This design comes from an exercise in tuning for small area, a short achievable clock period and few clock cycles on the open sky130 flow, not from production work.
At most, simulation tests tie the RTL to the original design; equivalence was not proved.
For runs 1 and 2, only the layout was checked, not whether the RTL still works.
Power is estimated from default activity; no workload was simulated.

==> design/flow/design.v <==
module add13 (
  input  [12:0] a,
  input  [12:0] b,
  output [13:0] s
);
  assign s = {1'b0, a} + {1'b0, b};
endmodule
module add21 (
  input  [20:0] a,
  input  [20:0] b,
  output [21:0] s
);
  assign s = {1'b0, a} + {1'b0, b};
endmodule
module add5 (
  input  [4:0] a,
  input  [4:0] b,
  output [4:0] s
);
  assign s = a + b;
endmodule
module mux2c (
  input  s, a1, a0,
  output y
);
  assign y = s ? a1 : a0;
endmodule
module aoi222 (
  input  a0, b0, a1, b1, a2, b2,
  output y
);
  assign y = ~((a0 & b0) | (a1 & b1) | (a2 & b2));
endmodule
module aoi22 (
  input  a0, b0, a1, b1,
  output y
);
  assign y = ~((a0 & b0) | (a1 & b1));
endmodule
module nand4x (
  input  a, b, c, d,
  output y
);
  assign y = ~(a & b & c & d);
endmodule
module nand3x (
  input  a, b, c,
  output y
);
  assign y = ~(a & b & c);
endmodule
module sel33 (
  input  [32:0] s,
  input  [32:0] d,
  output        y
);
  wire [10:0] n;
  genvar g;
  generate
    for (g = 0; g < 11; g = g + 1) begin : grp
      aoi222 u (.a0(s[3*g]), .b0(d[3*g]), .a1(s[3*g+1]), .b1(d[3*g+1]),
                .a2(s[3*g+2]), .b2(d[3*g+2]), .y(n[g]));
    end
  endgenerate
  wire o0, o1, o2;
  nand4x q0 (.a(n[0]), .b(n[1]), .c(n[2]),  .d(n[3]), .y(o0));
  nand4x q1 (.a(n[4]), .b(n[5]), .c(n[6]),  .d(n[7]), .y(o1));
  nand3x q2 (.a(n[8]), .b(n[9]), .c(n[10]), .y(o2));
  assign y = o0 | o1 | o2;
endmodule
module nand2x (
  input  a, b,
  output y
);
  assign y = ~(a & b);
endmodule
module sel34 (
  input  [33:0] s,
  input  [33:0] d,
  output        yn
);
  wire [11:0] n;
  genvar g;
  generate
    for (g = 0; g < 11; g = g + 1) begin : grp
      aoi222 u (.a0(s[3*g]), .b0(d[3*g]), .a1(s[3*g+1]), .b1(d[3*g+1]),
                .a2(s[3*g+2]), .b2(d[3*g+2]), .y(n[g]));
    end
  endgenerate
  nand2x u11 (.a(s[33]), .b(d[33]), .y(n[11]));
  wire o0, o1, o2;
  nand4x q0 (.a(n[0]), .b(n[1]), .c(n[2]),  .d(n[3]),  .y(o0));
  nand4x q1 (.a(n[4]), .b(n[5]), .c(n[6]),  .d(n[7]),  .y(o1));
  nand4x q2 (.a(n[8]), .b(n[9]), .c(n[10]), .d(n[11]), .y(o2));
  assign yn = ~(o0 | o1 | o2);
endmodule
module sel32 (
  input  [31:0] s,
  input  [31:0] d,
  output        y
);
  wire [10:0] n;
  genvar g;
  generate
    for (g = 0; g < 10; g = g + 1) begin : grp
      aoi222 u (.a0(s[3*g]), .b0(d[3*g]), .a1(s[3*g+1]), .b1(d[3*g+1]),
                .a2(s[3*g+2]), .b2(d[3*g+2]), .y(n[g]));
    end
  endgenerate
  aoi22 u10 (.a0(s[30]), .b0(d[30]), .a1(s[31]), .b1(d[31]), .y(n[10]));
  wire o0, o1, o2;
  nand4x q0 (.a(n[0]), .b(n[1]), .c(n[2]),  .d(n[3]), .y(o0));
  nand4x q1 (.a(n[4]), .b(n[5]), .c(n[6]),  .d(n[7]), .y(o1));
  nand3x q2 (.a(n[8]), .b(n[9]), .c(n[10]), .y(o2));
  assign y = o0 | o1 | o2;
endmodule
module sel8 (
  input  [7:0] s,
  input  [7:0] d,
  output       y
);
  wire [2:0] n;
  aoi222 u0 (.a0(s[0]), .b0(d[0]), .a1(s[1]), .b1(d[1]), .a2(s[2]), .b2(d[2]), .y(n[0]));
  aoi222 u1 (.a0(s[3]), .b0(d[3]), .a1(s[4]), .b1(d[4]), .a2(s[5]), .b2(d[5]), .y(n[1]));
  aoi22  u2 (.a0(s[6]), .b0(d[6]), .a1(s[7]), .b1(d[7]), .y(n[2]));
  nand3x q (.a(n[0]), .b(n[1]), .c(n[2]), .y(y));
endmodule
module nor3x (
  input  a, b, c,
  output y
);
  assign y = ~(a | b | c);
endmodule
module sel32n (
  input  [31:0] s,
  input  [31:0] d,
  input         fx,
  input         fd,
  output        yn
);
  wire [10:0] n;
  genvar g;
  generate
    for (g = 0; g < 10; g = g + 1) begin : grp
      aoi222 u (.a0(s[3*g]), .b0(d[3*g]), .a1(s[3*g+1]), .b1(d[3*g+1]),
                .a2(s[3*g+2]), .b2(d[3*g+2]), .y(n[g]));
    end
  endgenerate
  aoi22 u10 (.a0(s[30]), .b0(d[30]), .a1(s[31]), .b1(d[31]), .y(n[10]));
  wire o0, o1, o2;
  nand4x q0 (.a(n[0]), .b(n[1]), .c(n[2]),  .d(n[3]), .y(o0));
  nand4x q1 (.a(n[4]), .b(n[5]), .c(n[6]),  .d(n[7]), .y(o1));
  nand3x q2 (.a(n[8]), .b(n[9]), .c(n[10]), .y(o2));
  aoi2111 q3 (.a0(fx), .a1(fd), .b(o0), .c(o1), .d(o2), .y(yn));
endmodule
module aoi2111 (
  input  a0, a1, b, c, d,
  output y
);
  assign y = ~((a0 & a1) | b | c | d);
endmodule
module single_cycle_risc (
  input         clk,
  input         rst,
  output [31:0] imem_addr,
  input  [31:0] imem_data,
  output        wb_valid,
  output [4:0]  wb_rd,
  output [31:0] wb_data
);
reg [31:0] pc_f;
reg        v_x;          
reg [31:0] a_rn, b_rn;   
reg [31:0] imm_r;        
reg [31:0] alt_r;        
reg [4:0]  rd_x;
reg [2:0]  f3_x;         
reg [2:0]  op_x;         
reg        x_load, x_store, x_branch, x_jalr, x_link, x_wr, x_sub, x_sra, x_pt;
reg        x_use2, x_lui, x_auipc;
reg        wb_valid_r;   
reg [4:0]  wb_rd_r;
reg [31:0] wb_data_r;
assign imem_addr = pc_f;
assign wb_valid  = wb_valid_r;
assign wb_rd     = wb_rd_r;
assign wb_data   = wb_data_r;
wire [31:0] ins = imem_data;
wire [4:0]  f_op  = ins[6:2];
wire [2:0]  f_f3  = ins[14:12];
wire [4:0]  f_rd  = ins[11:7];
wire [4:0]  f_rs1 = ins[19:15];
wire [4:0]  f_rs2 = ins[24:20];
wire f_load   = ~ins[5] & ~ins[4];
wire f_store  = ~ins[6] & ins[5] & ~ins[4];
wire f_branch = ins[6] & ~ins[2];
wire f_jalr   = ins[6] & ~ins[3] & ins[2];
wire f_jal    = ins[6] & ins[3];
wire f_opr    = ~ins[6] & ins[5] & ins[4] & ~ins[2];
wire f_auipc  = ~ins[5] & ins[4] & ins[2];
wire f_lui    = ~ins[6] & ins[5] & ins[4] & ins[2];
wire f_arith  = ~ins[6] & ins[4] & ~ins[2];        
wire f_uimm   = ~ins[6] & ins[4] & ins[2];         
wire f_use2   = ins[5] & ~ins[2];                  
wire        f_immu = ins[4] & ins[2];                
wire        f_imms = ~ins[6] & ins[5] & ~ins[4];     
wire [19:0] f_uhi  = ins[31:12] - {19'b0, ~ins[5]};  
wire [31:0] f_imm  = {f_immu ? f_uhi : {20{ins[31]}},
                      f_immu ? {7{~ins[5]}} : ins[31:25],
                      f_immu ? {{3{~ins[5]}}, 2'b0} : (f_imms ? ins[11:7] : ins[24:20])};
reg [1023:32] rf;
wire        rf_we;
wire [31:0] wdec = {31'b0, wb_valid_r} << wb_rd_r;    
wire [31:0] xdec = {31'b0, rf_we} << rd_x;            
wire        w_eff = wb_valid_r & ~(rf_we & (rd_x == wb_rd_r));
wire        byp1 = w_eff & (wb_rd_r == f_rs1);
wire        byp2 = w_eff & (wb_rd_r == f_rs2);
wire        fx1  = rf_we & (rd_x == f_rs1);
wire        fx2  = rf_we & (rd_x == f_rs2);
wire [31:0] blk  = wdec | xdec;
wire [31:0] s1, s2;
wire [7:0]  lo1n, lo2n;
wire [3:0]  hi1n, hi2n;
genvar r;
generate
  for (r = 0; r < 8; r = r + 1) begin : g_lo
    nand3x u1 (.a(f_rs1[0] == r[0]), .b(f_rs1[1] == r[1]), .c(f_rs1[2] == r[2]), .y(lo1n[r]));
    nand3x u2 (.a(f_rs2[0] == r[0]), .b(f_rs2[1] == r[1]), .c(f_rs2[2] == r[2]), .y(lo2n[r]));
  end
  for (r = 0; r < 4; r = r + 1) begin : g_hi
    nand2x u1 (.a(f_rs1[3] == r[0]), .b(f_rs1[4] == r[1]), .y(hi1n[r]));
    nand2x u2 (.a(f_rs2[3] == r[0]), .b(f_rs2[4] == r[1]), .y(hi2n[r]));
  end
  for (r = 1; r < 32; r = r + 1) begin : g_sel
    nor3x u1 (.a(lo1n[r%8]), .b(hi1n[r/8]), .c(blk[r]), .y(s1[r]));
    nor3x u2 (.a(lo2n[r%8]), .b(hi2n[r/8]), .c(blk[r]), .y(s2[r]));
  end
endgenerate
assign s1[0] = byp1;
assign s2[0] = byp2;
wire [31:0] f_an, f_bn;    
generate
  for (r = 0; r < 32; r = r + 1) begin : g_rd
    wire [31:0] d = {rf[32*31+r], rf[32*30+r], rf[32*29+r], rf[32*28+r],
                     rf[32*27+r], rf[32*26+r], rf[32*25+r], rf[32*24+r], rf[32*23+r],
                     rf[32*22+r], rf[32*21+r], rf[32*20+r], rf[32*19+r], rf[32*18+r],
                     rf[32*17+r], rf[32*16+r], rf[32*15+r], rf[32*14+r], rf[32*13+r],
                     rf[32*12+r], rf[32*11+r], rf[32*10+r], rf[32*9+r],  rf[32*8+r],
                     rf[32*7+r],  rf[32*6+r],  rf[32*5+r],  rf[32*4+r],  rf[32*3+r],
                     rf[32*2+r],  rf[32*1+r],  wb_data_r[r]};
    sel32n u1 (.s(s1), .d(d), .fx(fx1), .fd(result[r]), .yn(f_an[r]));
    sel32n u2 (.s(s2), .d(d), .fx(fx2), .fd(result[r]), .yn(f_bn[r]));
  end
endgenerate
wire [31:0] f_immb = {{19{ins[31]}}, ins[31], ins[7], ins[30:25], ins[11:8], 1'b0};
wire [31:0] f_immj = {{11{ins[31]}}, ins[31], ins[19:12], ins[20], ins[30:21], 1'b0};
wire [31:0] pc_seq = pc_f + 32'd4;
wire [13:0] tb_lo;
wire [21:0] tj_lo;
add13 u_tb (.a(pc_f[12:0]), .b(f_immb[12:0]), .s(tb_lo));
add21 u_tj (.a(pc_f[20:0]), .b(f_immj[20:0]), .s(tj_lo));
wire [18:0] pb    = pc_f[31:13];
wire [18:0] pb_p1 = pb + 19'd1;
wire [18:0] pb_m1 = pb - 19'd1;
wire [10:0] pj    = pc_f[31:21];
wire [10:0] pj_p1 = pj + 11'd1;
wire [10:0] pj_m1 = pj - 11'd1;
wire [18:0] hb1 = ins[31] ? pb : pb_p1;
wire [18:0] hb0 = ins[31] ? pb_m1 : pb;
wire [10:0] hj1 = ins[31] ? pj : pj_p1;
wire [10:0] hj0 = ins[31] ? pj_m1 : pj;
wire [31:0] f_tgtb, f_tgtj;
assign f_tgtb[12:0] = tb_lo[12:0];
assign f_tgtj[20:0] = tj_lo[20:0];
genvar t;
generate
  for (t = 13; t < 32; t = t + 1) begin : g_tb
    mux2c u (.s(tb_lo[13]), .a1(hb1[t-13]), .a0(hb0[t-13]), .y(f_tgtb[t]));
  end
  for (t = 21; t < 32; t = t + 1) begin : g_tj
    mux2c u (.s(tj_lo[21]), .a1(hj1[t-21]), .a0(hj0[t-21]), .y(f_tgtj[t]));
  end
endgenerate
wire [31:0] rv1 = ~a_rn;
wire [31:0] rv2 = ~b_rn;
wire [31:0] opa = x_lui ? 32'b0 : (x_auipc ? alt_r : rv1);
wire [31:0] opb = x_use2 ? rv2 : imm_r;
wire [32:0] sum = {1'b0, opa} + {1'b0, opb ^ {32{x_sub}}} + {32'b0, x_sub};
wire        ltu = ~sum[32];
wire        lts = (opa[31] ^ opb[31]) ? opa[31] : sum[31];
wire        eq  = (rv1 == rv2);
wire        sh_left = ~op_x[2];
wire [31:0] sh_in;
wire [31:0] sh_out;
genvar g;
generate
  for (g = 0; g < 32; g = g + 1) begin : g_rev
    assign sh_in[g] = sh_left ? rv1[31-g] : rv1[g];
  end
endgenerate
wire [31:0] sh_r = $signed({x_sra & rv1[31], sh_in}) >>> opb[4:0];
generate
  for (g = 0; g < 32; g = g + 1) begin : g_rev2
    assign sh_out[g] = sh_left ? sh_r[31-g] : sh_r[g];
  end
endgenerate
reg [31:0] alu;
always @* begin
  case (op_x)
    3'b000: alu = sum[31:0];
    3'b001: alu = sh_out;
    3'b010: alu = {31'b0, lts};
    3'b011: alu = {31'b0, ltu};
    3'b100: alu = rv1 ^ opb;
    3'b101: alu = sh_out;
    3'b110: alu = rv1 | opb;
    default: alu = rv1 & opb;
  endcase
end
reg  [255:0] dm;
wire [4:0]  addr;
add5 u_aa (.a(rv1[4:0]), .b(imm_r[4:0]), .s(addr));
wire [2:0]  aw   = addr[4:2];
wire [1:0]  ao   = addr[1:0];
wire [7:0] ws0 = 8'b1 << aw;
wire [7:0] ws1 = {ws0[6:0], ws0[7]};
wire [7:0] lane_s [0:3];
wire [2:0] ao_le = {ao <= 2'd2, ao <= 2'd1, ao == 2'd0};
generate
  for (r = 0; r < 24; r = r + 1) begin : g_ls
    mux2c u (.s(ao_le[r/8]), .a1(ws0[r%8]), .a0(ws1[r%8]), .y(lane_s[r/8][r%8]));
  end
endgenerate
assign lane_s[3] = ws0;
wire [7:0] lane_r [0:3];
generate
  for (r = 0; r < 32; r = r + 1) begin : g_dm
    wire [7:0] wd = {dm[8*(28+r/8)+r%8], dm[8*(24+r/8)+r%8], dm[8*(20+r/8)+r%8], dm[8*(16+r/8)+r%8],
                     dm[8*(12+r/8)+r%8], dm[8*(8+r/8)+r%8],  dm[8*(4+r/8)+r%8],  dm[8*(r/8)+r%8]};
    sel8 u (.s(lane_s[r/8]), .d(wd), .y(lane_r[r/8][r%8]));
  end
endgenerate
wire [31:0] lanes = {lane_r[3], lane_r[2], lane_r[1], lane_r[0]};
reg  [31:0] mrd;    
always @* begin
  case (ao)
    2'd0: mrd = lanes;
    2'd1: mrd = {lanes[7:0],  lanes[31:8]};
    2'd2: mrd = {lanes[15:0], lanes[31:16]};
    default: mrd = {lanes[23:0], lanes[31:24]};
  endcase
end
wire        ld_sign = ~f3_x[2] & (f3_x[0] ? mrd[15] : mrd[7]);
wire [31:0] ld_val = {f3_x[1] ? mrd[31:16] : {16{ld_sign}},
                      (f3_x[1] | f3_x[0]) ? mrd[15:8] : {8{ld_sign}},
                      mrd[7:0]};
reg [31:0] st_data;
always @* begin
  case (ao)
    2'd0: st_data = rv2;
    2'd1: st_data = {rv2[23:0], rv2[31:24]};
    2'd2: st_data = {rv2[15:0], rv2[31:16]};
    default: st_data = {rv2[7:0], rv2[31:8]};
  endcase
end
wire [3:0] nb_mask = f3_x[1] ? 4'b1111 : (f3_x[0] ? 4'b0011 : 4'b0001);
wire [7:0] en_rot  = {nb_mask, nb_mask} << ao;
wire [3:0] lane_en = en_rot[7:4];
wire       st_en   = v_x & x_store;
integer sw, sj;
always @(posedge clk) begin
  for (sw = 0; sw < 8; sw = sw + 1)
    for (sj = 0; sj < 4; sj = sj + 1)
      if (st_en & lane_en[sj] & lane_s[sj][sw])
        dm[8*(sw*4+sj) +: 8] <= st_data[sj*8 +: 8];
end
wire        taken    = f3_x[2] ? ((f3_x[1] ? ltu : lts) ^ f3_x[0]) : (eq ^ f3_x[0]);
wire        redirect = v_x & (x_jalr | (x_branch & (taken ^ x_pt)));
wire [31:0] npc      = x_jalr ? {sum[31:1], 1'b0} : alt_r;
assign      rf_we    = v_x & x_wr;
wire        sel_npc = redirect;
wire        sel_tj  = ~redirect & f_jal;
wire        sel_tb  = ~redirect & f_branch & ins[31];
wire        sel_seq = ~redirect & ~f_jal & ~(f_branch & ins[31]);
wire [31:0] pc_next = ({32{sel_npc}} & npc) | ({32{sel_tj}} & f_tgtj) |
                      ({32{sel_tb}} & f_tgtb) | ({32{sel_seq}} & pc_seq);
wire [31:0] result = x_load ? ld_val : (x_link ? alt_r : alu);
always @(posedge clk) begin
  if (rst) begin
    pc_f       <= 32'b0;
    v_x        <= 1'b0;
    wb_valid_r <= 1'b0;
  end else begin
    pc_f       <= pc_next;
    v_x        <= ~redirect;
    wb_valid_r <= rf_we;
  end
  a_rn     <= f_an;
  b_rn     <= f_bn;
  imm_r    <= f_imm;
  alt_r    <= ({32{f_branch & ~ins[31]}} & f_tgtb) | ({32{~(f_branch & ~ins[31])}} & pc_seq);
  rd_x     <= f_rd;
  f3_x     <= f_f3;
  op_x     <= f_arith ? f_f3 : 3'b000;
  x_load   <= f_load;
  x_store  <= f_store;
  x_branch <= f_branch;
  x_jalr   <= f_jalr;
  x_link   <= f_jal | f_jalr;
  x_wr     <= ~f_store & ~f_branch & (f_rd != 5'd0);
  x_sub    <= f_branch | (f_opr & ins[30] & (f_f3 == 3'b000)) | (f_arith & (f_f3[2:1] == 2'b01));
  x_sra    <= f_arith & ins[30] & (f_f3 == 3'b101);
  x_pt     <= f_branch & ins[31];
  x_use2   <= f_use2;
  x_lui    <= f_lui;
  x_auipc  <= f_auipc;
  wb_rd_r   <= rd_x;
  wb_data_r <= result;
end
integer wk;
always @(posedge clk) begin
  for (wk = 1; wk < 32; wk = wk + 1)
    if (wb_valid_r & (wb_rd_r == wk))
      rf[32*wk +: 32] <= wb_data_r;
end
endmodule
==> design/flow/flow/run.sh <==
#!/bin/bash
# Layout: the standard ORFS flow (standard.sh), with
#  - timing repair aimed well below the design's clock period (a setup-slack
#    margin), so that the period the layout achieves gets optimised;
#  - port buffers of a stronger cell than the default delay buffer;
set -euo pipefail
CTS="-sink_clustering_enable -repair_clock_nets -sink_clustering_size 26 -sink_clustering_max_diameter 100 -dont_use_dummy_load -buf_list {sky130_fd_sc_hd__clkbuf_8 sky130_fd_sc_hd__clkbuf_16}"
bash standard.sh SETUP_SLACK_MARGIN=${MARGIN:-18.5} TNS_END_PERCENT=${TNS:-0} \
  "BUFFER_PORTS_ARGS=-buffer_cell sky130_fd_sc_hd__buf_4" "CTS_ARGS=$CTS" finish > standard_flow.log 2>&1
==> design/flow/standard.sh <==
#!/bin/bash
# synth_recipe.tcl (not shown) runs the flow's synth.tcl, then flattens the netlist and writes it again
# the make line also repeats each setting of config.mk as NAME=value (left out here)
make -C /OpenROAD-flow-scripts/flow DESIGN_CONFIG=/design/flow/config.mk WORK_HOME=/design/flow/orfs CLKGATE_MAP_FILE= SYNTH_SCRIPT=/design/flow/synth_recipe.tcl "${@:-finish}"
==> design/flow/config.mk <==
export PLATFORM = sky130hd
export DESIGN_NAME = single_cycle_risc
export DESIGN_NICKNAME = single_cycle_risc
export VERILOG_FILES = /design/flow/design.v
export SDC_FILE = /design/flow/constraint.sdc
export NUM_CORES = 8
export LEC_CHECK = 0
export CAP_MARGIN = 30
export CELL_PAD_IN_SITES_DETAIL_PLACEMENT = 1
export CELL_PAD_IN_SITES_GLOBAL_PLACEMENT = 2
export CORE_MARGIN = 2
export CORE_UTILIZATION = 40
export PLACE_DENSITY = 0.5
export SLEW_MARGIN = 30
export SYNTH_HIERARCHICAL = 1
==> design/flow/constraint.sdc <==
create_clock -name core_clock -period 25.0 [get_ports {clk}]
set_input_delay 5.0000 -clock core_clock [delete_from_list [all_inputs] [get_ports {clk}]]
set_output_delay 5.0000 -clock core_clock [all_outputs]
set_load 0.01 [all_outputs]
==> results of run 1 <==
## cells in the final DEF, fill, tap and decap left out, types with 36 or more instances in the layout
master,Yosys,layout
a2111oi_4,0,40
a21o_1,38,38
a21oi_1,239,232
a222oi_1,704,704
a22oi_2,96,97
a31oi_1,40,37
and2_1,37,37
buf_12,0,37
buf_4,34,361
clkbuf_16,0,77
dfxtp_1,222,212
edfxtp_1,1248,1248
ha_1,140,120
inv_1,188,178
mux2_4,54,54
mux2i_1,140,136
mux4_2,73,73
nand2_1,240,229
nand2b_1,37,36
nand3_1,167,148
nand4_1,150,150
nor2_1,296,262
nor3_4,0,62
o21ai_0,102,88
o22ai_1,44,44
xnor2_1,147,146
xor2_1,94,94
## flip-flops by register name, summed over array words and instances, names as in the netlist, 3 cells and up
| register | count |
|---|---|
| op_x | 3 |
| alt_r | 32 |
| f3_x | 3 |
| pc_f | 32 |
| wb_data_r | 32 |
| dm | 256 |
| rf | 992 |
| wb_rd_r | 5 |
| imm_r | 32 |
| b_rn | 32 |
| a_rn | 32 |
| rd_x | 5 |
## worst min path at each step
| stage | startpoint | endpoint | slack [ns] | cells past startpoint |
|---|---|---|---|---|
| detailed placement | rd_x[0]$_DFF_P_ | wb_rd_r[0]$_DFF_P_ | 0.49 | 0 |
| CTS | rd_x[0]$_DFF_P_ | wb_rd_r[0]$_DFF_P_ | 0.46 | 0 |
| floorplan | rd_x[3]$_DFF_P_ | wb_rd_r[3]$_DFF_P_ | 0.33 | 0 |
| finish | rd_x[0]$_DFF_P_ | wb_rd_r[0]$_DFF_P_ | 0.48 | 0 |
| global route | rd_x[0]$_DFF_P_ | wb_rd_r[0]$_DFF_P_ | 0.48 | 0 |
| global placement | rd_x[0]$_DFF_P_ | wb_rd_r[0]$_DFF_P_ | 0.49 | 0 |
## metrics by stage
step	utilization	cells	instance area [um2]	setup WS, ns	total power, mW
6_report	0.459	7971	81800	17.81	6.81
5_1_grt	0.459	7970	81800	17.90	7.02
4_1_cts	0.456	7938	81200	18.08	6.78
2_1_floorplan	-	5323	71900	17.49	4.42
3_3_place_gp	0.432	7772	76900	16.19	5.41
3_5_place_dp	0.432	7774	77000	16.18	5.45
## per-layer routing
layer | global-route usage | vias up | share of wire
met2 | 0.561 | 2910 | 0.46
met4 | 0.196 | 4 | 0.069
li1 | - | 23100 | -
met1 | 0.456 | 29200 | 0.39
met5 | 0 | - | 0.000079
met3 | 0.0529 | 678 | 0.078
## Yosys stat by module (local to each module, per instance), excerpt
| module | times used | cells | flip-flops and latches | cell area (um2) |
|---|---|---|---|---|
| aoi2111 | 64 | 1 | 0 | 15.0 |
| nand2x | 8 | 1 | 0 | 3.75 |
| add21 | 1 | 151 | 0 | 1200 |
| nor3x | 62 | 1 | 0 | 10.0 |
| aoi22 | 96 | 1 | 0 | 12.5 |
| add5 | 1 | 19 | 0 | 159 |
| add13 | 1 | 91 | 0 | 687 |
| nand3x | 112 | 1 | 0 | 5.00 |
| single_cycle_risc | 1 | 3833 | 1470 | 57600 |
| aoi222 | 704 | 1 | 0 | 10.0 |
| nand4x | 128 | 1 | 0 | 6.26 |
## power breakdown
group | switching (mW) | internal (mW)
clock | 0.777 | 0.517
sequential | 0.145 | 3.01
combinational | 1.59 | 0.767
## cell type report
class                   count  share of cell area
clock buffers              72              0.0220
multi-input cells        3422               0.366
repair buffers            459              0.0542
flip-flops and latches   1470               0.513
inverters                 192             0.00939
well taps                2355              0.0360
diodes                      1           0.0000306
## cells by family (layout without fill, tap and decap cells)
family,Yosys count,in the layout,synth area share
other cells,1,3,0.0000523
fa+ha+maj,144,144,0.0256
buf+inv,431,723,0.0256
mux,291,291,0.0576
flops,1470,1470,0.585
xor+xnor,241,241,0.0295
compound gates,1588,1588,0.194
simple gates,1156,1156,0.0826
## worst max-delay path, stage by stage
cell and delay (ns):
buf_12 0.14, clkinvlp_4 0.17, buf_4 0.18, nand3_4 0.09, buf_4 0.17, nor3_4 0.05
buf_8 0.25, a222oi_1 0.34, nand4_1 0.40, a2111oi_4 0.84
## repair_timing
action / in CTS / in global routing
gates cloned: 2 / 5
setup buffers: 90 / 25
resized for setup: 256 / 61
hold endpoints to repair: 0 / 0
pin swaps: 101 / 31
setup endpoints to repair: 195 / 184
==> flow_metrics.py, run 1 <==
metrics = {
    "power": {
        "vdd_ir_drop_max_uv": 77.4,
        "power_density_mw_per_mm2": 83.2,
        "p_leak_nw": 27.2,
    },
    "grt": {
        "grt_pass1_vias": 55100,
        "grt_usage": 0.351,
        "antenna_found_initial": 19,
        "grt_pass1_wl_mm": 446,
        "grt_max_degree": 63,
        "grt_overflow_total": 0,
    },
    "setup_path": {
        "required_ns": 25.50,
        "endpoint_kind": "flip-flop",
        "startpoint": "imem_data[22]",
        "reg2reg_from": "a_rn[2]$_DFF_P_",
        "start_kind": "input pin",
        "arrival_ns": 7.68,
        "crit_type": "in2reg",
        "setup.worst_path.end": "b_rn[25]$_DFF_P_",
        "r2r_slack_ns": 18.22,
        "regToRegEndpoint": "a_rn[22]$_DFF_P_",
        "cp_max_fo": 32,
        "r2r_cells": 20,
    },
    "timing": {
        "slew_headroom": 0.227,
        "hold_viol_final": 0,
        "final.setup.tns_ns": 0,
        "whs_ns": 0.481,
        "min_period_ns": 7.19,
        "timing.fmax_mhz": 139,
        "rsz0062_at_grt": "yes",
        "fin_crit_sh": 0.287,
        "drv_slew": 0,
        "setup-violations-final": 0,
        "clock_skew_ns": 0.105,
        "tightest_slew_ns": 1.16,
    },
    "clock_network": {
        "ctsHoldBuffers": 0,
        "clk-insertion-delay-late_ns": 0.76,
        "clock_sinks": 1470,
        "ctsRootBufferMaster": "clkbuf_16",
        "htree_num_levels": 3,
        "numCtsBuffers": 72,
        "ctsLongestPathBuffers": 3,
        "clk_pin_slew_ns": 0.07,
        "tritoncts": "done",
    },
    "detailed_routing": {
        "num_vias": 55900,
        "drt_iter0_drc": 8786,
        "wl_per_cell_um": 41.3,
        "ant_nets": 0,
        "routed_wl_mm": 329,
        "drc_errors": 0,
        "dr.pass1.iters": 8,
        "avgViaCountPerCell": 7.01,
    },
    "logic_synthesis": {
        "ys.warnings.count": 7,
        "syn_area_mm2": 0.0717,
        "synthCells": 5322,
        "avgSynthCellArea_um2": 13.5,
        "synth_edf_count": 1248,
        "synth_area_leaders": "edfxtp_1, a222oi_1, dfxtp_1",
        "synth_top_area_cell": "edfxtp_1",
        "synth_top_flop_cell": "edfxtp_1",
        "ys_types": 101,
        "synthArstFlopShare": 0,
        "yosysMostFrequentCell": "edfxtp_1",
        "synth_common_cells": "edfxtp_1, a222oi_1, nor2_1",
        "synth_top_area_frac": 0.523,
        "ys_seq_area_frac": 0.585,
        "ys_seq_elements": 1470,
    },
    "floorplan": {
        "rows": 155,
        "initial_core_util": 0.402,
        "ios": 104,
        "die-area_mm2": 0.183,
        "fp.dieH_um": 427,
        "die_w_um": 427,
        "core-area_mm2": 0.178,
    },
    "finish": {
        "multi_input_area_mm2": 0.0299,
        "nFillCells": 17800,
        "fin_nets": 5795,
        "area_delta_synth_final_pct": 14.2,
        "seq_area_mm2": 0.0419,
        "drive_gt1_frac": 0.197,
    },
    "run_status": {
        "outcome": "no timing/DRC/antenna violations",
    },
    "hold_path": {
        "hp-class": "reg2reg",
    },
    "job": {
        "drv_cap": 0,
    },
    "place": {
        "place_congestion": 0.943,
        "portBuffers": 101,
        "dpl.hpwl_mm": 213,
    },
}
==> run 2: changes to the inputs <==
--- a/design/flow/design.v
+++ b/design/flow/design.v
@@ -320,16 +320,17 @@
 reg  [255:0] dm;
-wire [4:0]  addr;
-add5 u_aa (.a(rv1[4:0]), .b(imm_r[4:0]), .s(addr));
-wire [2:0]  aw   = addr[4:2];
-wire [1:0]  ao   = addr[1:0];
-wire [7:0] ws0 = 8'b1 << aw;
-wire [7:0] ws1 = {ws0[6:0], ws0[7]};
+wire [4:0] la [0:3];
+generate
+  for (r = 0; r < 4; r = r + 1) begin : g_la
+    wire [4:0] off = imm_r[4:0] + (5'd3 - r);
+    add5 u (.a(rv1[4:0]), .b(off), .s(la[r]));
+  end
+endgenerate
+wire [4:0] addr = la[3];
+wire [1:0] ao   = addr[1:0];
 wire [7:0] lane_s [0:3];
-wire [2:0] ao_le = {ao <= 2'd2, ao <= 2'd1, ao == 2'd0};
 generate
-  for (r = 0; r < 24; r = r + 1) begin : g_ls
-    mux2c u (.s(ao_le[r/8]), .a1(ws0[r%8]), .a0(ws1[r%8]), .y(lane_s[r/8][r%8]));
+  for (r = 0; r < 4; r = r + 1) begin : g_ls
+    assign lane_s[r] = 8'b1 << la[r][4:2];
   end
 endgenerate
-assign lane_s[3] = ws0;
 wire [7:0] lane_r [0:3];
@@ -342,16 +343,17 @@
 endgenerate
-wire [31:0] lanes = {lane_r[3], lane_r[2], lane_r[1], lane_r[0]};
-reg  [31:0] mrd;    
-always @* begin
-  case (ao)
-    2'd0: mrd = lanes;
-    2'd1: mrd = {lanes[7:0],  lanes[31:8]};
-    2'd2: mrd = {lanes[15:0], lanes[31:16]};
-    default: mrd = {lanes[23:0], lanes[31:24]};
-  endcase
-end
-wire        ld_sign = ~f3_x[2] & (f3_x[0] ? mrd[15] : mrd[7]);
-wire [31:0] ld_val = {f3_x[1] ? mrd[31:16] : {16{ld_sign}},
-                      (f3_x[1] | f3_x[0]) ? mrd[15:8] : {8{ld_sign}},
-                      mrd[7:0]};
+wire [3:0] aoh = 4'b1 << ao;
+wire [3:0] keep = {f3_x[1], f3_x[1], f3_x[1] | f3_x[0], 1'b1};
+wire [3:0] ssel;    
+wire [3:0] bsel [0:3];
+generate
+  for (r = 0; r < 4; r = r + 1) begin : g_bs
+    assign ssel[r] = x_load & ~f3_x[2] & ~f3_x[1] & (f3_x[0] ? aoh[(r+3)%4] : aoh[r]);
+    genvar q;
+    for (q = 0; q < 4; q = q + 1) begin : g_q
+      assign bsel[r][q] = x_load & keep[r] & aoh[(q+4-r)%4];    
+    end
+  end
+endgenerate
+wire ld_sign = |(ssel & {lane_r[3][7], lane_r[2][7], lane_r[1][7], lane_r[0][7]});
+wire x_other = ~x_load & ~x_link;
 reg [31:0] st_data;
@@ -386,3 +388,12 @@
                       ({32{sel_tb}} & f_tgtb) | ({32{sel_seq}} & pc_seq);
-wire [31:0] result = x_load ? ld_val : (x_link ? alt_r : alu);
+reg [31:0] result;
+integer rb, rq;
+always @* begin
+  for (rb = 0; rb < 32; rb = rb + 1) begin
+    result[rb] = (x_link & alt_r[rb]) | (x_other & alu[rb]) |
+                 (x_load & ~keep[rb/8] & ld_sign);
+    for (rq = 0; rq < 4; rq = rq + 1)
+      result[rb] = result[rb] | (bsel[rb/8][rq] & lane_r[rq][rb%8]);
+  end
+end
 always @(posedge clk) begin
--- a/design/flow/flow/run.sh
+++ b/design/flow/flow/run.sh
@@ -6,3 +6,3 @@
 set -euo pipefail
-CTS="-sink_clustering_enable -repair_clock_nets -sink_clustering_size 26 -sink_clustering_max_diameter 100 -dont_use_dummy_load -buf_list {sky130_fd_sc_hd__clkbuf_8 sky130_fd_sc_hd__clkbuf_16}"
+CTS="-sink_clustering_enable -repair_clock_nets -sink_clustering_size 20 -sink_clustering_max_diameter 100 -dont_use_dummy_load -buf_list {sky130_fd_sc_hd__clkbuf_8 sky130_fd_sc_hd__clkbuf_16}"
 bash standard.sh SETUP_SLACK_MARGIN=${MARGIN:-18.5} TNS_END_PERCENT=${TNS:-0} \
==> run 2 against run 1 <==
Compared with the run above: sequential cell count stayed put; critical endpoint is now a_rn[12]$_DFF_P_; cell count is 1.2% higher; clock-buffer cell count is 15 higher; register-to-register slack worse by 0.36 ns; via count is 1.6% higher; still clean on timing, DRC and antenna; clock skew is 0.039 ns higher; clock power is 9% higher; combinational power is 2% higher; die area is 0.69% higher.
==> flow_metrics.py, run 2 <==
metrics = {
    "place": {
        "portBuffers": 101,
        "placed_cell_area_mm2": 0.0774,
        "pre_cts_slack_ns": 16.37,
        "place_congestion": 0.974,
        "dpl.hpwl_mm": 218,
    },
    "timing": {
        "whs_ns": 0.494,
        "drv_slew": 0,
        "rsz0062_at_grt": "yes",
        "tightest_slew_ns": 1.13,
        "layout_setup_ws_ns": 17.79,
        "hold_viol_final": 0,
        "final.setup.tns_ns": 0,
        "setup-violations-final": 0,
        "clock_skew_ns": 0.144,
        "min_period_ns": 7.21,
        "fin_crit_sh": 0.288,
        "slew_headroom": 0.238,
        "timing.fmax_mhz": 139,
    },
    "detailed_routing": {
        "dr.pass1.iters": 11,
        "wl_per_cell_um": 41.5,
        "ant_nets": 0,
        "avgViaCountPerCell": 7.05,
        "drt_iter0_drc": 9308,
        "drc_errors": 0,
        "num_vias": 56800,
        "routed_wl_mm": 335,
    },
    "clock_network": {
        "htree_num_levels": 3,
        "numCtsBuffers": 87,
        "clk-insertion-delay-late_ns": 0.79,
        "tritoncts": "done",
        "ctsRootBufferMaster": "clkbuf_16",
        "clk_pin_slew_ns": 0.09,
        "ctsHoldBuffers": 0,
        "clock_sinks": 1470,
        "ctsLongestPathBuffers": 3,
    },
    "setup_path": {
        "arrival_ns": 7.78,
        "cpPeakStageDelay_ns": 0.62,
        "start_kind": "input pin",
        "crit_type": "in2reg",
        "cp_slowest_cell": "nand4_1",
        "endpoint_kind": "flip-flop",
        "reg2reg_from": "a_rn[0]$_DFF_P_",
        "crit_path_cell_trace": "buf_12 -> clkinvlp_4 -> buf_4 -> nand3_4 -> nor3_4 -> buf_8 -> buf_8 -> a222oi_1 -> nand4_1 -> a2111oi_4",
        "required_ns": 25.57,
        "crit_top_cell": "buf_8",
        "startpoint": "imem_data[16]",
        "cp_max_fo": 19,
    },
    "finish": {
        "largest_reg_flops": 992,
        "fin_nets": 5902,
        "layout_common_cells": "edfxtp_1, a222oi_1, nor2_1",
        "drive_gt1_frac": 0.190,
        "nFillCells": 17900,
        "finalCoreUtilization": 0.461,
        "final_common_cell": "edfxtp_1",
        "regMostFlops": "rf",
        "largest_registers": "rf (992), dm (256)",
        "area_delta_synth_final_pct": 14.3,
        "stdcell_area_mm2": 0.0825,
    },
    "logic_synthesis": {
        "avgSynthCellArea_um2": 13.3,
        "syn_area_mm2": 0.0722,
        "ys.warnings.count": 7,
        "synthCells": 5407,
    },
    "power": {
        "power_density_mw_per_mm2": 84.6,
        "p_leak_nw": 27.5,
        "vdd_ir_drop_max_uv": 62.2,
    },
    "hold_path": {
        "hp-class": "reg2reg",
        "hp-start": "rd_x[0]$_DFF_P_",
    },
    "grt": {
        "antenna_found_initial": 16,
        "grt_max_degree": 65,
        "grt_pass1_vias": 56500,
        "grt_pass1_wl_mm": 457,
        "grt_overflow_total": 0,
        "grt_usage": 0.354,
    },
    "floorplan": {
        "initial_core_util": 0.404,
        "core-area_mm2": 0.179,
        "ios": 104,
        "fp.dieH_um": 429,
        "die_w_um": 429,
        "die-area_mm2": 0.184,
        "rows": 155,
    },
    "job": {
        "drv_cap": 0,
    },
    "run_status": {
        "outcome": "no timing/DRC/antenna violations",
    },
}
==> run 2: worst max-delay path: cells and delay by family <==
kind	cells	cell delay, ns
simple gates	3	0.83
buf+inv	5	0.99
compound gates	2	0.91
==> run 2: path summary, 6_finish.rpt <==
check / endpoint / slack (ns) / cells past startpoint
worst max-delay path: a_rn[12]$_DFF_P_ / 17.79 / 10
worst min register to register: wb_rd_r[0]$_DFF_P_ / 0.49 / 0
worst max register to register: b_rn[22]$_DFF_P_ / 17.86 / 17
worst min-delay path: wb_rd_r[0]$_DFF_P_ / 0.49 / 0
==> run 2: area by class of cell <==
cell class / instances / area, um2 / share of cell area
Clock buffer: 87 / 2180 / 0.0264
Antenna cell: 5 / 12.5 / 0.000152
Tap cell: 2355 / 2950 / 0.0357
Multi-Input combinational cell: 3500 / 30400 / 0.368
Sequential cell: 1470 / 41900 / 0.508
Inverter: 204 / 803 / 0.00974
Timing Repair Buffer: 442 / 4240 / 0.0514
==> run 2: through the flow <==
step / total power [mW] / std cells
6_report: 6.98 / 8063
5_1_grt: 7.19 / 8059
4_1_cts: 6.94 / 8036
3_5_place_dp: 5.49 / 7865
3_3_place_gp: 5.45 / 7863
2_1_floorplan: 4.38 / 5408
==> run 2: repair_timing <==
item                       in CTS  in global routing
buffers inserted               74                 22
setup endpoints to repair     183                189
pin swaps                      98                 44
cloned                         10                  0
resized for setup             283                 27
==> run 2: report_power, final <==
group | switching, mW | internal (mW)
Clock | 0.793 | 0.617
Sequential | 0.147 | 3.01
Combinational | 1.69 | 0.716
Total | 2.63 | 4.34
==> run 2: routing by layer <==
metal  track usage  up-vias  wire (um)
met4         0.214        8      23900
met3        0.0822      757      31500
li1              -    23400          -
met1         0.437    29500     125000
met2         0.565     3137     154000
met5             0        -         57
==> run 3: changes to the inputs <==
--- a/design/flow/design.v
+++ b/design/flow/design.v
@@ -136,4 +136,2 @@
   input  [31:0] d,
-  input         fx,
-  input         fd,
   output        yn
@@ -153,9 +151,3 @@
   nand3x q2 (.a(n[8]), .b(n[9]), .c(n[10]), .y(o2));
-  aoi2111 q3 (.a0(fx), .a1(fd), .b(o0), .c(o1), .d(o2), .y(yn));
-endmodule
-module aoi2111 (
-  input  a0, a1, b, c, d,
-  output y
-);
-  assign y = ~((a0 & a1) | b | c | d);
+  nor3x  q3 (.a(o0), .b(o1), .c(o2), .y(yn));
 endmodule
@@ -211,11 +203,5 @@
 reg [1023:32] rf;
-wire        rf_we;
 wire [31:0] wdec = {31'b0, wb_valid_r} << wb_rd_r;    
-wire [31:0] xdec = {31'b0, rf_we} << rd_x;            
-wire        w_eff = wb_valid_r & ~(rf_we & (rd_x == wb_rd_r));
-wire        byp1 = w_eff & (wb_rd_r == f_rs1);
-wire        byp2 = w_eff & (wb_rd_r == f_rs2);
-wire        fx1  = rf_we & (rd_x == f_rs1);
-wire        fx2  = rf_we & (rd_x == f_rs2);
-wire [31:0] blk  = wdec | xdec;
+wire        byp1 = wb_valid_r & (wb_rd_r == f_rs1);
+wire        byp2 = wb_valid_r & (wb_rd_r == f_rs2);
 wire [31:0] s1, s2;
@@ -234,4 +220,4 @@
   for (r = 1; r < 32; r = r + 1) begin : g_sel
-    nor3x u1 (.a(lo1n[r%8]), .b(hi1n[r/8]), .c(blk[r]), .y(s1[r]));
-    nor3x u2 (.a(lo2n[r%8]), .b(hi2n[r/8]), .c(blk[r]), .y(s2[r]));
+    nor3x u1 (.a(lo1n[r%8]), .b(hi1n[r/8]), .c(wdec[r]), .y(s1[r]));
+    nor3x u2 (.a(lo2n[r%8]), .b(hi2n[r/8]), .c(wdec[r]), .y(s2[r]));
   end
@@ -250,4 +236,4 @@
                      rf[32*2+r],  rf[32*1+r],  wb_data_r[r]};
-    sel32n u1 (.s(s1), .d(d), .fx(fx1), .fd(result[r]), .yn(f_an[r]));
-    sel32n u2 (.s(s2), .d(d), .fx(fx2), .fd(result[r]), .yn(f_bn[r]));
+    sel32n u1 (.s(s1), .d(d), .yn(f_an[r]));
+    sel32n u2 (.s(s2), .d(d), .yn(f_bn[r]));
   end
@@ -257,9 +243,5 @@
 wire [31:0] pc_seq = pc_f + 32'd4;
-wire [13:0] tb_lo;
-wire [21:0] tj_lo;
-add13 u_tb (.a(pc_f[12:0]), .b(f_immb[12:0]), .s(tb_lo));
-add21 u_tj (.a(pc_f[20:0]), .b(f_immj[20:0]), .s(tj_lo));
-wire [18:0] pb    = pc_f[31:13];
-wire [18:0] pb_p1 = pb + 19'd1;
-wire [18:0] pb_m1 = pb - 19'd1;
+wire [20:0] f_off = f_jal ? f_immj[20:0] : f_immb[20:0];
+wire [21:0] t_lo;
+add21 u_t (.a(pc_f[20:0]), .b(f_off), .s(t_lo));
 wire [10:0] pj    = pc_f[31:21];
@@ -267,18 +249,13 @@
 wire [10:0] pj_m1 = pj - 11'd1;
-wire [18:0] hb1 = ins[31] ? pb : pb_p1;
-wire [18:0] hb0 = ins[31] ? pb_m1 : pb;
 wire [10:0] hj1 = ins[31] ? pj : pj_p1;
 wire [10:0] hj0 = ins[31] ? pj_m1 : pj;
-wire [31:0] f_tgtb, f_tgtj;
-assign f_tgtb[12:0] = tb_lo[12:0];
-assign f_tgtj[20:0] = tj_lo[20:0];
+wire [31:0] f_tgt;
+assign f_tgt[20:0] = t_lo[20:0];
 genvar t;
 generate
-  for (t = 13; t < 32; t = t + 1) begin : g_tb
-    mux2c u (.s(tb_lo[13]), .a1(hb1[t-13]), .a0(hb0[t-13]), .y(f_tgtb[t]));
-  end
-  for (t = 21; t < 32; t = t + 1) begin : g_tj
-    mux2c u (.s(tj_lo[21]), .a1(hj1[t-21]), .a0(hj0[t-21]), .y(f_tgtj[t]));
+  for (t = 21; t < 32; t = t + 1) begin : g_t
+    mux2c u (.s(t_lo[21]), .a1(hj1[t-21]), .a0(hj0[t-21]), .y(f_tgt[t]));
   end
 endgenerate
+wire        f_pt = f_jal | (f_branch & ins[31]);    
 wire [31:0] rv1 = ~a_rn;
@@ -320,17 +297,16 @@
 reg  [255:0] dm;
-wire [4:0] la [0:3];
-generate
-  for (r = 0; r < 4; r = r + 1) begin : g_la
-    wire [4:0] off = imm_r[4:0] + (5'd3 - r);
-    add5 u (.a(rv1[4:0]), .b(off), .s(la[r]));
-  end
-endgenerate
-wire [4:0] addr = la[3];
-wire [1:0] ao   = addr[1:0];
+wire [4:0]  addr;
+add5 u_aa (.a(rv1[4:0]), .b(imm_r[4:0]), .s(addr));
+wire [2:0]  aw   = addr[4:2];
+wire [1:0]  ao   = addr[1:0];
+wire [7:0] ws0 = 8'b1 << aw;
+wire [7:0] ws1 = {ws0[6:0], ws0[7]};
 wire [7:0] lane_s [0:3];
+wire [2:0] ao_le = {ao <= 2'd2, ao <= 2'd1, ao == 2'd0};
 generate
-  for (r = 0; r < 4; r = r + 1) begin : g_ls
-    assign lane_s[r] = 8'b1 << la[r][4:2];
+  for (r = 0; r < 24; r = r + 1) begin : g_ls
+    mux2c u (.s(ao_le[r/8]), .a1(ws0[r%8]), .a0(ws1[r%8]), .y(lane_s[r/8][r%8]));
   end
 endgenerate
+assign lane_s[3] = ws0;
 wire [7:0] lane_r [0:3];
@@ -343,17 +319,16 @@
 endgenerate
-wire [3:0] aoh = 4'b1 << ao;
-wire [3:0] keep = {f3_x[1], f3_x[1], f3_x[1] | f3_x[0], 1'b1};
-wire [3:0] ssel;    
-wire [3:0] bsel [0:3];
-generate
-  for (r = 0; r < 4; r = r + 1) begin : g_bs
-    assign ssel[r] = x_load & ~f3_x[2] & ~f3_x[1] & (f3_x[0] ? aoh[(r+3)%4] : aoh[r]);
-    genvar q;
-    for (q = 0; q < 4; q = q + 1) begin : g_q
-      assign bsel[r][q] = x_load & keep[r] & aoh[(q+4-r)%4];    
-    end
-  end
-endgenerate
-wire ld_sign = |(ssel & {lane_r[3][7], lane_r[2][7], lane_r[1][7], lane_r[0][7]});
-wire x_other = ~x_load & ~x_link;
+wire [31:0] lanes = {lane_r[3], lane_r[2], lane_r[1], lane_r[0]};
+reg  [31:0] mrd;    
+always @* begin
+  case (ao)
+    2'd0: mrd = lanes;
+    2'd1: mrd = {lanes[7:0],  lanes[31:8]};
+    2'd2: mrd = {lanes[15:0], lanes[31:16]};
+    default: mrd = {lanes[23:0], lanes[31:24]};
+  endcase
+end
+wire        ld_sign = ~f3_x[2] & (f3_x[0] ? mrd[15] : mrd[7]);
+wire [31:0] ld_val = {f3_x[1] ? mrd[31:16] : {16{ld_sign}},
+                      (f3_x[1] | f3_x[0]) ? mrd[15:8] : {8{ld_sign}},
+                      mrd[7:0]};
 reg [31:0] st_data;
@@ -381,19 +356,9 @@
 wire [31:0] npc      = x_jalr ? {sum[31:1], 1'b0} : alt_r;
-assign      rf_we    = v_x & x_wr;
+wire        rf_we    = v_x & x_wr;
 wire        sel_npc = redirect;
-wire        sel_tj  = ~redirect & f_jal;
-wire        sel_tb  = ~redirect & f_branch & ins[31];
-wire        sel_seq = ~redirect & ~f_jal & ~(f_branch & ins[31]);
-wire [31:0] pc_next = ({32{sel_npc}} & npc) | ({32{sel_tj}} & f_tgtj) |
-                      ({32{sel_tb}} & f_tgtb) | ({32{sel_seq}} & pc_seq);
-reg [31:0] result;
-integer rb, rq;
-always @* begin
-  for (rb = 0; rb < 32; rb = rb + 1) begin
-    result[rb] = (x_link & alt_r[rb]) | (x_other & alu[rb]) |
-                 (x_load & ~keep[rb/8] & ld_sign);
-    for (rq = 0; rq < 4; rq = rq + 1)
-      result[rb] = result[rb] | (bsel[rb/8][rq] & lane_r[rq][rb%8]);
-  end
-end
+wire        sel_t   = ~redirect & f_pt;
+wire        sel_seq = ~redirect & ~f_pt;
+wire [31:0] pc_next = ({32{sel_npc}} & npc) | ({32{sel_t}} & f_tgt) |
+                      ({32{sel_seq}} & pc_seq);
+wire [31:0] result = x_load ? ld_val : (x_link ? alt_r : alu);
 always @(posedge clk) begin
@@ -408,6 +373,6 @@
   end
-  a_rn     <= f_an;
-  b_rn     <= f_bn;
+  a_rn     <= (rf_we & (rd_x == f_rs1)) ? ~result : f_an;
+  b_rn     <= (rf_we & (rd_x == f_rs2)) ? ~result : f_bn;
   imm_r    <= f_imm;
-  alt_r    <= ({32{f_branch & ~ins[31]}} & f_tgtb) | ({32{~(f_branch & ~ins[31])}} & pc_seq);
+  alt_r    <= ({32{f_branch & ~ins[31]}} & f_tgt) | ({32{~(f_branch & ~ins[31])}} & pc_seq);
   rd_x     <= f_rd;
==> run 3 against run 2 <==
Compared with the run above: setup slack improved by 0.040 ns; global-route usage fell by 1.8 points; clock-buffer cell count did not move; sequential share of layout area rose by 2.3 points.
==> flow_metrics.py, run 3 <==
metrics = {
    "run_status": {
        "outcome": "no timing/DRC/antenna violations",
    },
    "setup_path": {
        "crit_top_cell": "nor3_4",
        "endpoint_kind": "flip-flop",
        "cp_max_fo": 32,
        "crit_path_cell_trace": "buf_8 -> clkinvlp_4 -> nand3_2 -> nor3_4 -> buf_4 -> a222oi_1 -> nand4_1 -> nor3_4 -> nand2_1 -> o31ai_1",
        "reg2reg_from": "imm_r[0]$_SDFF_PP0_",
        "regToRegEndpoint": "a_rn[25]$_DFF_P_",
        "critPathTopFamily": "simple AND/OR/NAND/NOR gates",
        "arrival_ns": 7.81,
        "crit_type": "in2reg",
        "cpPeakStageDelay_ns": 0.57,
        "start_kind": "input pin",
        "crit_buf_inv": 3,
        "r2r_cells": 17,
        "cp_slowest_cell": "a222oi_1",
        "required_ns": 25.64,
        "r2r_slack_ns": 18.22,
    },
    "clock_network": {
        "ctsHoldBuffers": 0,
        "ctsRootBufferMaster": "clkbuf_16",
        "clock_sinks": 1470,
        "ctsLongestPathBuffers": 3,
        "tritoncts": "done",
        "htree_num_levels": 3,
        "numCtsBuffers": 87,
        "clk_pin_slew_ns": 0.08,
        "clk-insertion-delay-late_ns": 0.78,
    },
    "finish": {
        "drive_gt1_frac": 0.184,
        "largest_reg_flops": 992,
        "nFillCells": 17700,
        "regMostFlops": "rf",
        "largest_registers": "rf (992), dm (256)",
        "layout_common_cells": "edfxtp_1, a222oi_1, buf_4",
        "stdcell_area_mm2": 0.0789,
        "final_common_cell": "edfxtp_1",
        "area_delta_synth_final_pct": 11.7,
        "fin_nets": 5673,
    },
    "logic_synthesis": {
        "ys.warnings.count": 7,
        "synth_top_area_cell": "edfxtp_1",
        "synth_top_area_frac": 0.530,
        "avgSynthCellArea_um2": 13.3,
        "synthArstFlopShare": 0,
        "synth_edf_count": 1248,
        "synth_area_leaders": "edfxtp_1, a222oi_1, dfxtp_1",
        "ys_seq_elements": 1470,
        "syn_area_mm2": 0.0707,
        "ys_types": 96,
        "ys_seq_area_frac": 0.593,
        "synthCells": 5300,
        "synth_top_flop_cell": "edfxtp_1",
        "synth_common_cells": "edfxtp_1, a222oi_1, nor2_1",
        "yosysMostFrequentCell": "edfxtp_1",
    },
    "hold_path": {
        "hp-start": "rd_x[3]$_DFF_P_",
        "min_path_cells": 0,
        "whs_endpoint": "wb_rd_r[3]$_DFF_P_",
        "hp-class": "reg2reg",
    },
    "timing": {
        "slew_headroom": 0.278,
        "clock_skew_ns": 0.133,
        "hold_viol_final": 0,
        "timing.fmax_mhz": 139,
        "setup-violations-final": 0,
        "fin_crit_sh": 0.287,
        "drv_slew": 0,
        "final.setup.tns_ns": 0,
        "rsz0062_at_grt": "yes",
        "tightest_slew_ns": 1.05,
        "layout_setup_ws_ns": 17.83,
        "min_period_ns": 7.17,
        "whs_ns": 0.419,
    },
    "power": {
        "intPower_mw": 4.29,
        "swShare": 0.360,
        "p_clk_frac": 0.210,
        "total_power_mw": 6.71,
        "power_density_mw_per_mm2": 84.9,
        "pwr-share-seq": 0.467,
        "p_sw_mw": 2.41,
        "p_leak_nw": 26.3,
        "vdd_ir_drop_max_uv": 65.6,
        "power_frac_comb": 0.323,
    },
    "detailed_routing": {
        "wl_per_cell_um": 39.7,
        "ant_nets": 0,
        "avgViaCountPerCell": 6.90,
        "dr.pass1.iters": 13,
        "routed_wl_mm": 312,
        "drc_errors": 0,
        "num_vias": 54200,
        "drt_iter0_drc": 8616,
    },
    "floorplan": {
        "die_w_um": 424,
        "die-area_mm2": 0.180,
        "core-area_mm2": 0.176,
        "initial_core_util": 0.402,
        "ios": 104,
        "fp.dieH_um": 424,
        "rows": 154,
    },
    "grt": {
        "grt_overflow_total": 0,
        "antenna_found_initial": 9,
        "grt_pass1_wl_mm": 428,
        "grt_pass1_vias": 53800,
        "grt_usage": 0.337,
        "grt_max_degree": 78,
    },
    "place": {
        "pre_cts_slack_ns": 15.93,
        "dpl.hpwl_mm": 206,
        "placed_cell_area_mm2": 0.0755,
        "portBuffers": 101,
        "place_congestion": 0.937,
    },
    "job": {
        "drv_cap": 0,
    },
}
## run 3: final cells by class
| class | instances | area [um2] | share of cell area |
|---|---|---|---|
| antenna | 3 | 7.51 | 0.0000951 |
| clock buffer | 87 | 2180 | 0.0276 |
| inverter | 207 | 801 | 0.0101 |
| multi-input combinational | 3393 | 28300 | 0.359 |
| sequential | 1470 | 41900 | 0.531 |
| tap | 2340 | 2930 | 0.0371 |
| timing repair buffer | 352 | 2790 | 0.0353 |
## run 3: metrics by stage
stage	util	instances
after floorplan	-	5300
after global placement	0.429	7708
after detailed placement	0.429	7709
after CTS	0.447	7840
after global routing	0.449	7850
final	0.449	7852
## run 3: power by group through the flow
stage | registers [mW] | logic (mW) | clock network (mW)
3_5_place_dp | 3.18 | 2.09 | 0
5_1_grt | 3.13 | 2.29 | 1.51
2_1_floorplan | 3.22 | 1.09 | 0
6_report | 3.13 | 2.16 | 1.41
4_1_cts | 3.13 | 2.13 | 1.44
3_3_place_gp | 3.18 | 2.06 | 0
## run 3: repair_timing
action / CTS / global route
endpoints found under the setup margin: 185 / 177
buffers inserted: 43 / 9
cloned: 1 / 0
gates resized for setup: 132 / 28
hold endpoints to repair: 0 / 0
pin swaps: 54 / 30
## run 3: worst max-delay path by stage
stage / from / to / slack [ns] / cells after the start
2_1_floorplan: imem_data[31] / pc_f[26]$_SDFF_PP0_ / 17.09 / 16
3_3_place_gp: imem_data[6] / pc_f[23]$_SDFF_PP0_ / 15.93 / 14
3_5_place_dp: imem_data[6] / pc_f[23]$_SDFF_PP0_ / 15.93 / 14
4_1_cts: imem_data[6] / pc_f[22]$_SDFF_PP0_ / 17.97 / 16
5_1_grt: imem_data[21] / pc_f[22]$_SDFF_PP0_ / 17.82 / 15
6_report: imem_data[20] / b_rn[19]$_DFF_P_ / 17.83 / 10
## run 3: cell families (layout without fill, tap and decap cells)
family | count (synthesis) | after routing | share of synthesized area
AO/OA/AOI/OAI | 1554 | 1554 | 0.185
XOR/XNOR | 192 | 192 | 0.0238
adder cells (fa/ha/maj) | 128 | 128 | 0.0230
buffers and inverters | 438 | 646 | 0.0266
flip-flops | 1470 | 1470 | 0.593
multiplexers | 273 | 273 | 0.0550
other | 1 | 4 | 0.0000530
AND/OR/NAND/NOR | 1244 | 1245 | 0.0941
## run 3: modules after synthesis (local to each module, per instance), a selection
module	cell area (um2)	copies in the design
mux2c	15.0	35
nand3x	5.00	112
add5	155	1
aoi222	10.0	704
nand2x	3.75	8
aoi22	12.5	96
nor3x	10.0	126
## run 3: routing by layer
metal,vias to the layer above,global-route usage,part of all wire
li1,22700,-,-
met1,28300,0.443,0.40
met2,2679,0.557,0.48
met3,536,0.0578,0.082
met4,6,0.125,0.043
met5,-,0,0.00015
## run 3: worst reg2reg max path: stages (launching register included)
cell      delay, ns
dfxtp_1        0.80
ha_4           0.27
inv_1          0.06
fa_1           0.48
clkinv_4       0.33
buf_4          0.50
nand2_1        0.44
mux2_4         0.48
a222oi_1       0.46
nand3_1        0.31
mux4_2         0.63
mux2i_1        0.21
o21ai_0        0.10
buf_4          0.24
o21ai_0        0.20
a21oi_1        0.15
a211oi_2       0.76
mux2_2         0.32
Testbench counts of run 3, summed over its fixed seeds: cycles 32,822.
==> run 4: changes to the inputs <==
--- a/design/flow/config.mk
+++ b/design/flow/config.mk
@@ -8,4 +8,4 @@
 export CAP_MARGIN = 30
-export CELL_PAD_IN_SITES_DETAIL_PLACEMENT = 1
-export CELL_PAD_IN_SITES_GLOBAL_PLACEMENT = 2
+export CELL_PAD_IN_SITES_DETAIL_PLACEMENT = 0
+export CELL_PAD_IN_SITES_GLOBAL_PLACEMENT = 0
 export CORE_MARGIN = 2
==> run 4 against run 3 <==
Compared with the run above: still clean; global-route usage is 1.6 points lower; sequential share of layout area is essentially flat; setup slack got worse by 0.18 ns; non-clock buffer count down 1; critical path type unchanged; critical endpoint is now b_rn[8]$_DFF_P_.
==> flow_metrics.py, run 4 <==
metrics = {
    "detailed_routing": {
        "avgViaCountPerCell": 6.92,
        "drc_errors": 0,
        "dr.pass1.iters": 10,
        "routed_wl_mm": 298,
        "num_vias": 54300,
        "wl_per_cell_um": 37.9,
        "ant_nets": 0,
        "drt_iter0_drc": 10000,
    },
    "logic_synthesis": {
        "ys.warnings.count": 7,
        "ys_types": 96,
        "synth_common_cells": "edfxtp_1, a222oi_1, nor2_1",
        "synthCells": 5300,
        "synth_top_area_frac": 0.530,
        "synth_top_flop_cell": "edfxtp_1",
        "yosysMostFrequentCell": "edfxtp_1",
        "ys_seq_area_frac": 0.593,
        "ys_seq_elements": 1470,
        "synth_edf_count": 1248,
        "avgSynthCellArea_um2": 13.3,
        "synth_top_area_cell": "edfxtp_1",
        "synth_area_leaders": "edfxtp_1, a222oi_1, dfxtp_1",
        "synthArstFlopShare": 0,
        "syn_area_mm2": 0.0707,
    },
    "place": {
        "place_congestion": 0.990,
        "portBuffers": 101,
        "dpl.hpwl_mm": 191,
        "placed_cell_area_mm2": 0.0755,
        "placed_cells": 7709,
        "pre_cts_slack_ns": 16.10,
    },
    "grt": {
        "antenna_found_initial": 10,
        "grt_overflow_total": 0,
        "grt_max_degree": 82,
        "grt_pass1_wl_mm": 407,
        "grt_usage": 0.321,
        "grt_pass1_vias": 51500,
    },
    "timing": {
        "rsz0062_at_grt": "yes",
        "tightest_slew_ns": 1.08,
        "setup-violations-final": 0,
        "min_period_ns": 7.35,
        "whs_ns": 0.408,
        "fin_crit_sh": 0.294,
        "final.setup.tns_ns": 0,
        "hold_viol_final": 0,
        "drv_slew": 0,
        "slew_headroom": 0.279,
        "layout_setup_ws_ns": 17.65,
        "clock_skew_ns": 0.113,
        "timing.fmax_mhz": 136,
    },
    "clock_network": {
        "clk-insertion-delay-late_ns": 0.73,
        "clk_pin_slew_ns": 0.08,
        "ctsHoldBuffers": 0,
        "ctsLongestPathBuffers": 3,
        "htree_num_levels": 3,
        "tritoncts": "done",
        "numCtsBuffers": 87,
        "clock_sinks": 1470,
        "ctsRootBufferMaster": "clkbuf_16",
    },
    "floorplan": {
        "ios": 104,
        "die-area_mm2": 0.180,
        "rows": 154,
        "core-area_mm2": 0.176,
        "initial_core_util": 0.402,
        "die_w_um": 424,
        "fp.dieH_um": 424,
    },
    "finish": {
        "finalCoreUtilization": 0.448,
        "regMostFlops": "rf",
        "drive_gt1_frac": 0.181,
        "area_delta_synth_final_pct": 11.6,
        "fin_nets": 5671,
        "largest_reg_flops": 992,
        "final_common_cell": "edfxtp_1",
        "seq_area_mm2": 0.0419,
        "fin_cells": 7852,
        "nFillCells": 16000,
        "multi_input_area_mm2": 0.0282,
        "largest_registers": "rf (992), dm (256)",
        "stdcell_area_mm2": 0.0789,
        "layout_common_cells": "edfxtp_1, a222oi_1, buf_4",
    },
    "power": {
        "vdd_ir_drop_max_uv": 62.1,
        "intPower_mw": 4.29,
        "p_sw_mw": 2.40,
        "pwr-share-seq": 0.469,
        "swShare": 0.359,
        "power_density_mw_per_mm2": 84.9,
        "p_clk_frac": 0.210,
        "total_power_mw": 6.70,
        "p_leak_nw": 26.2,
        "power_frac_comb": 0.322,
    },
    "job": {
        "drv_cap": 0,
    },
    "hold_path": {
        "hp-class": "reg2reg",
        "min_path_cells": 0,
    },
    "setup_path": {
        "cp_max_fo": 32,
        "endpoint_kind": "flip-flop",
        "arrival_ns": 7.94,
        "required_ns": 25.60,
        "r2r_cells": 18,
        "start_kind": "input pin",
        "crit_type": "in2reg",
    },
    "run_status": {
        "outcome": "no timing/DRC/antenna violations",
    },
}
==> run 4: cell counts after synthesis <==
No cell type changed its count.
==> run 4: layout make-up <==
type / count / share of cell area
clock buffer: 87 / 0.0276
timing repair buffer: 351 / 0.0356
antenna: 5 / 0.000159
tap: 2340 / 0.0371
inverter: 207 / 0.0101
sequential: 1470 / 0.532
multi-input combinational: 3392 / 0.358
==> run 4: routing by layer <==
layer	share of wire	GRT usage	up-vias
met3	0.10	0.0665	655
met1	0.38	0.417	27700
met2	0.45	0.501	3302
li1	-	-	22700
met4	0.067	0.179	2
met5	0.000047	0	-
==> run 4: worst max-delay path, cell delays in order <==
cell        delay [ns]
buf_12            0.12
clkinvlp_4        0.19
buf_4             0.19
buf_4             0.14
nand3_4           0.12
nor3_4            0.06
buf_8             0.21
a222oi_1          0.47
nand4_1           0.55
nor3_4            0.60
nand2_1           0.11
o21ai_0           0.10
==> run 4: per-module statistics from Yosys, one instance, submodules excluded, excerpt <==
module,cell area (um2),cells inside,times used,flops+latches
nor3x,10.0,1,126,0
single_cycle_risc,57900,3921,1,1470
aoi22,12.5,1,96,0
nand2x,3.75,1,8,0
nand3x,5.00,1,112,0
add5,155,19,1,0
nand4x,6.26,1,128,0
add21,1200,151,1,0
mux2c,15.0,1,35,0
aoi222,10.0,1,704,0
==> run 4: logic make-up after synthesis <==
group / synth area share
AO/OA/AOI/OAI: 0.185
buffers and inverters: 0.0266
XOR/XNOR: 0.0238
multiplexers: 0.0550
adder cells (fa/ha/maj): 0.0230
flip-flops: 0.593
AND/OR/NAND/NOR: 0.0941
other: 0.0000530
==> run 4: worst paths after layout <==
path,to,slack [ns],start
worst min-delay path,wb_rd_r[3]$_DFF_P_,0.41,rd_x[3]$_DFF_P_
worst min register to register,wb_rd_r[3]$_DFF_P_,0.41,rd_x[3]$_DFF_P_
worst max-delay path,b_rn[8]$_DFF_P_,17.65,imem_data[21]
worst max register to register,wb_data_r[21]$_DFF_P_,18.34,a_rn[1]$_DFF_P_
==> run 4: what timing repair did <==
| action | CTS | global route |
|---|---|---|
| setup endpoints to repair | 162 | 170 |
| gates cloned | 1 | 0 |
| hold endpoints to repair | 0 | 0 |
| buffers inserted | 42 | 6 |
| resized for setup | 131 | 7 |
| pin swaps | 42 | 11 |
==> run 4: power by group through the flow <==
stage / Sequential (mW) / Clock [mW] / Combinational [mW]
final: 3.14 / 1.40 / 2.15
after global routing: 3.14 / 1.51 / 2.26
after CTS: 3.14 / 1.43 / 2.11
after detailed placement: 3.19 / 0 / 2.07
after global placement: 3.19 / 0 / 2.06
after floorplan: 3.22 / 0 / 1.09

-- port drivers added, routing unchanged --
In the flow no input, the clock included, has a driving cell. The finished layouts below were timed again as built, in two steps. Step 1 assumes that a clkbuf_16 drives the clock port and a buf_2 every other input. Step 2 also shifts input and output timing later by t, the mid clock arrival at the registers, as if the neighbouring blocks saw the same clock. a / b / c = ideal / step 1 / step 2; a / b = the first two.
| run | t, ns | slack for setup (ns) | worst data-port slew with drivers (ns) | pins driven straight from the clock port |
|---|---|---|---|---|
| run 1 | 0.798 | 17.813 / 17.836 / 17.038 | 0.09 | 1 |
| run 2 | 0.813 | 17.790 / 17.810 / 16.997 | 0.10 | 1 |
| run 3 | 0.801 | 17.830 / 17.867 / 17.066 | 0.08 | 1 |
| run 4 | 0.783 | 17.654 / 17.689 / 16.906 | 0.07 | 1 |
After both steps setup and hold are still met in every run listed. For run 2, which loses most, drivers alone change the setup slack by +0.020 ns; drivers and shift together by -0.793 ns.
